This is an optimization exercise on Yosys and OpenROAD, whose aim is small area, a short achievable clock period and few clock cycles, not a production implementation.
RTL that was checked went through simulation tests only; none was proved equivalent to the original.

== P ==
## cpu8080
module cpu8080(addr,      
               data_in,   
               data_out,  
               readmem,   
               writemem,  
               intr,      
               inta,      
               reset,     
               clock);
Size: ~200 flip-flops, ~38 I/O pins.
Settings: LEC_CHECK=0, CAP_MARGIN=20, CORE_MARGIN=2, CORE_UTILIZATION=40, PLACE_DENSITY=0.6, SETUP_SLACK_MARGIN=3.0, SLEW_MARGIN=20; clock period 7.0 ns.
run.sh (not shown) runs the stock make flow with config.mk's settings and CLKGATE_MAP_FILE= SYNTH_SCRIPT=/design/flow/synth_recipe.tcl, a recipe that flattens the netlist after the stock synthesis.
P completed; timing, DRC and antenna clean
Testbench counts of P, summed over its fixed seeds: cycles 103,935.
The following lists how Q was set up differently from P:
diff --git a/flow/design.v b/flow/design.v
--- a/flow/design.v
+++ b/flow/design.v
@@ -307,24 +307,24 @@
    reg        pairw, xchg, wload, wzinc;
    wire ex     = st == S_EX;
    wire ei_eff = ei & ~(ex & i_di);
    wire take   = intr & ei_eff;
    reg  [2:0] st_n;
    always @* begin
-      if (fin) st_n = take ? S_IA : S_EX;
+      if (fin) st_n = S_EX;
       else case (st)
          S_EX:   st_n = i_hlt ? S_HALT : S_1;
          S_1:    st_n = S_2;
          S_2:    st_n = S_3;
          S_3:    st_n = S_4;
          S_HALT: st_n = (intr && ei) ? S_IA : S_HALT;
          S_IA:   st_n = S_EX;
          default: st_n = S_EX;
       endcase
    end
-   wire       go_ia = (fin & take) | (st == S_HALT & intr & ei);
+   wire       go_ia = st == S_HALT & intr & ei;
    wire       newi  = fin | (st == S_IA);
    wire [2:0] st_a  = newi ? S_EX : (st == S_EX && i_hlt) ? S_HALT :
                       st == S_HALT ? S_HALT : st + 3'd1;
    wire [7:0] ir_n  = newi ? data_in : IR;
    wire       n_rd, n_wr, n_ia, n_fin;
    wire [6:0] n_asel;
@@ -491,15 +491,15 @@
    assign data_out = ({8{dsel[0]}} & B) | ({8{dsel[1]}} & C) |
                      ({8{dsel[2]}} & D) | ({8{dsel[3]}} & E) |
                      ({8{dsel[4]}} & H) | ({8{dsel[5]}} & L) |
                      ({8{dsel[6]}} & Z) | ({8{dsel[7]}} & A) |
                      ({8{dsel[8]}} & flagbyte) | ({8{dsel[9]}} & PC[7:0]) |
                      ({8{dsel[10]}} & PC[15:8]);
-   assign readmem  = rd;
+   assign readmem  = rd & ~(fin & take);
    assign writemem = wr;
-   assign inta     = ia;
+   assign inta     = ia | (fin & take);
    wire [7:0] wv = wdin ? data_in : wrot ? rres : ares;
    wire fl_szp = fl_alu | fl_szpa;
    wire fl_cya = fl_alu | fl_cy8;        
    wire fS_o  = fl_pop ? data_in[7] : fS;
    wire fZ_o  = fl_pop ? data_in[6] : fZ;
    wire fP_o  = fl_pop ? data_in[2] : fP;
@@ -534,16 +534,14 @@
          st <= S_F0;
          PC <= 16'd0;
          ei <= 1'b1;
       end else begin
          st <= st_n;
          if (fin) begin
-            if (!take) begin
-               IR <= data_in;
-               PC <= pcinc;
-            end
+            IR <= data_in;
+            PC <= pcinc;
             ei <= (ex & i_ei) | (ei_eff & ~take);
          end else case (st)
          S_EX: begin
             if (i_alui || i_mvi || i_lxi || i_imm2) PC <= pcinc;
             if (i_lxi && rp == 2'd3) SP[7:0] <= data_in;
             if (i_retx || i_pop || i_push || i_rst) SP <= idu;
Results
- Diff P -> Q: worst setup margin decreased by 0.18 ns relative to the old numbers; routing usage on met2 grew by 5.6 points; global-route met1 utilization higher.
- Number of multi-input combinational cells grows by a few percent when moving from P to Q.
- Relative to P, Q degrades final wirelength.
- Q against P: routed length per placed instance higher; first-pass iteration count of the detailed router decreased by 3 relative to the old numbers; average cell area after synthesis barely changed; sequential-to-total area share from yosys stat went down by 0.73 points; achievable frequency has decreased.
No functional check of the RTL was part of Q.


main:
cpu8080, a different RTL version from the one above (not shown whole).
For scale: ~2100 cells after synthesis, roughly 200 flip-flops, ~38 I/O pins, about 17000 sq um of cells after synthesis.
Design cpu8080, start of the top module:
module cpu8080(addr,      
               data_in,   
               data_out,  
               readmem,   
               writemem,  
               intr,      
               inta,      
               reset,     
               clock);
Settings: LEC_CHECK=0, CAP_MARGIN=20, CORE_MARGIN=2, CORE_UTILIZATION=40, PLACE_DENSITY=0.6, SETUP_SLACK_MARGIN=3.0, SLEW_MARGIN=20; clock period 7.0 ns.
Changes in the feature branch relative to main:
--- a/flow/design.v
+++ b/flow/design.v
@@ -404,28 +404,30 @@
       ci_cy <= n_aop == 3'd1;
       ci_ncy <= n_aop == 3'd3;
       isel <= n_isel; idec <= n_idec; wdin <= n_wdin; wrot <= n_wrot;
    end
    wire daa1 = (A[3:0] > 4'd9) || fAC;
    wire daa2 = (A[7:4] > 4'd9) || fCY;
-   reg  [7:0] kv;
-   always @* case (bk)
-      2'd0: kv = 8'h01;
-      2'd1: kv = daa1 ? 8'h06 : 8'h00;
-      2'd2: kv = daa2 ? 8'h60 : 8'h00;
-      default: kv = 8'hFF;
-   endcase
+   reg  [7:0] kvr;            
+   reg        kdaa1, kdaa2;    
+   always @(posedge clock) begin
+      kvr <= n_bk == 2'd0 ? 8'h01 : n_bk == 2'd1 ? 8'h06 :
+             n_bk == 2'd2 ? 8'h60 : 8'hFF;
+      kdaa1 <= n_bk == 2'd1;
+      kdaa2 <= n_bk == 2'd2;
+   end
+   wire       kon = ~(kdaa1 & ~daa1) & ~(kdaa2 & ~daa2);
    wire [7:0] aa = ({8{asrc[0]}} & B) | ({8{asrc[1]}} & C) |
                    ({8{asrc[2]}} & D) | ({8{asrc[3]}} & E) |
                    ({8{asrc[4]}} & H) | ({8{asrc[5]}} & L) |
                    ({8{asrc[6]}} & Z) | ({8{asrc[7]}} & A);
    wire [7:0] rb = ({8{bsrc[0]}} & B) | ({8{bsrc[1]}} & C) |
                    ({8{bsrc[2]}} & D) | ({8{bsrc[3]}} & E) |
                    ({8{bsrc[4]}} & H) | ({8{bsrc[5]}} & L) |
                    ({8{bsrc[6]}} & Z) | ({8{bsrc[7]}} & A);
-   wire [7:0] bb = rb | ({8{bsrc[8]}} & kv) | ({8{bsrc[9]}} & SP[7:0]) |
+   wire [7:0] bb = rb | ({8{bsrc[8] & kon}} & kvr) | ({8{bsrc[9]}} & SP[7:0]) |
                    ({8{bsrc[10]}} & SP[15:8]);
    function [8:0] carries;
       input [7:0] g;
       input [7:0] p;
       input       cin;
       reg   [7:0] gg, pp;
@@ -508,30 +510,30 @@
    wire fZ_o  = fl_pop ? data_in[6] : fZ;
    wire fP_o  = fl_pop ? data_in[2] : fP;
    wire fAC_o = fl_pop ? data_in[4] : fAC;
    wire fCY_o = fl_pop ? data_in[0] : fl_rot ? rcy : fl_stc ? 1'b1 :
                 fl_cmc ? ~fCY : fCY;
    always @(posedge clock) begin
-      if (wsel[0]) B <= wv;
-      if (wsel[1]) C <= wv;
-      if (wsel[2]) D <= wv;
-      if (wsel[3]) E <= wv;
-      if (wsel[4]) H <= wv;
-      if (wsel[5]) L <= wv;
-      if (wsel[6]) Z <= wv;
-      if (wsel[7]) A <= wv;
       if (pairw) begin
          case (rp)
             2'd0: {B, C} <= idu;
             2'd1: {D, E} <= idu;
             default: {H, L} <= idu;
          endcase
       end
       if (xchg) begin D <= H; E <= L; H <= D; L <= E; end
       if (wload) W <= data_in;
       if (wzinc) {W, Z} <= idu;
+      if (wsel[0]) B <= wv;
+      if (wsel[1]) C <= wv;
+      if (wsel[2]) D <= wv;
+      if (wsel[3]) E <= wv;
+      if (wsel[4]) H <= wv;
+      if (wsel[5]) L <= wv;
+      if (wsel[6]) Z <= wv;
+      if (wsel[7]) A <= wv;
       fS  <= fl_szp ? ares[7] : fS_o;
       fZ  <= fl_szp ? a_z : fZ_o;
       fP  <= fl_szp ? a_p : fP_o;
       fAC <= fl_szp ? a_ac : fl_ac8 ? c8 : fAC_o;
       fCY <= fl_cya ? a_cy : fCY_o;
       if (reset) begin
--- outcome ---
As of the feature branch, number of vias in the routed layout had risen slightly compared to main.
In the metrics for the feature branch and main, the one carrying the higher fmax is main.
The number of buffers added for setup after CTS in the feature branch sits 34% above the value recorded for main.
Re number of nets produced by synthesis: main was higher than the feature branch.
Count of sequential standard cells for the feature branch: 4 up relative to main
Compared with main, the feature branch shows a lower maximum VDD drop.
No functional check of the RTL was part of any run of this note.

re-timing with driven ports:
The flow's constraints put no driver on any port. The routed layouts listed below were extracted and timed again, unchanged, in two steps. Step 1, drivers: a clkbuf_16 drives clock and a buf_2 each remaining input, both assumed. Step 2 adds t to the input delays and takes it off the output delays; t is the mean of the earliest and latest rising clock arrival at the registers after step 1. Input paths then give back, and output paths get back, about the clock's delay inside the block. Three values: ideal, step 1, step 2; two values: the first two.
run | t, ns | slack for setup (ns) | worst hold slack (ns) | worst setup path at the end | cell pins on the clock port's net
P | 0.557 | 3.020 / 2.965 / 2.494 | 0.477 / 0.477 / 0.477 | input to register | 1
Q | 0.565 | 2.840 / 2.780 / 2.482 | 0.535 / 0.535 / 0.535 | input to register | 1
main | 0.553 | 2.868 / 2.868 / 2.480 | 0.551 / 0.551 / 0.551 | input to register | 1
the feature branch | 0.619 | 2.823 / 2.766 / 2.424 | 0.533 / 0.533 / 0.533 | input to register | 1
After both steps every run listed still meets setup and hold. The setup slack of P, which loses most, moves by -0.055 ns with the drivers and by -0.526 ns with both steps.
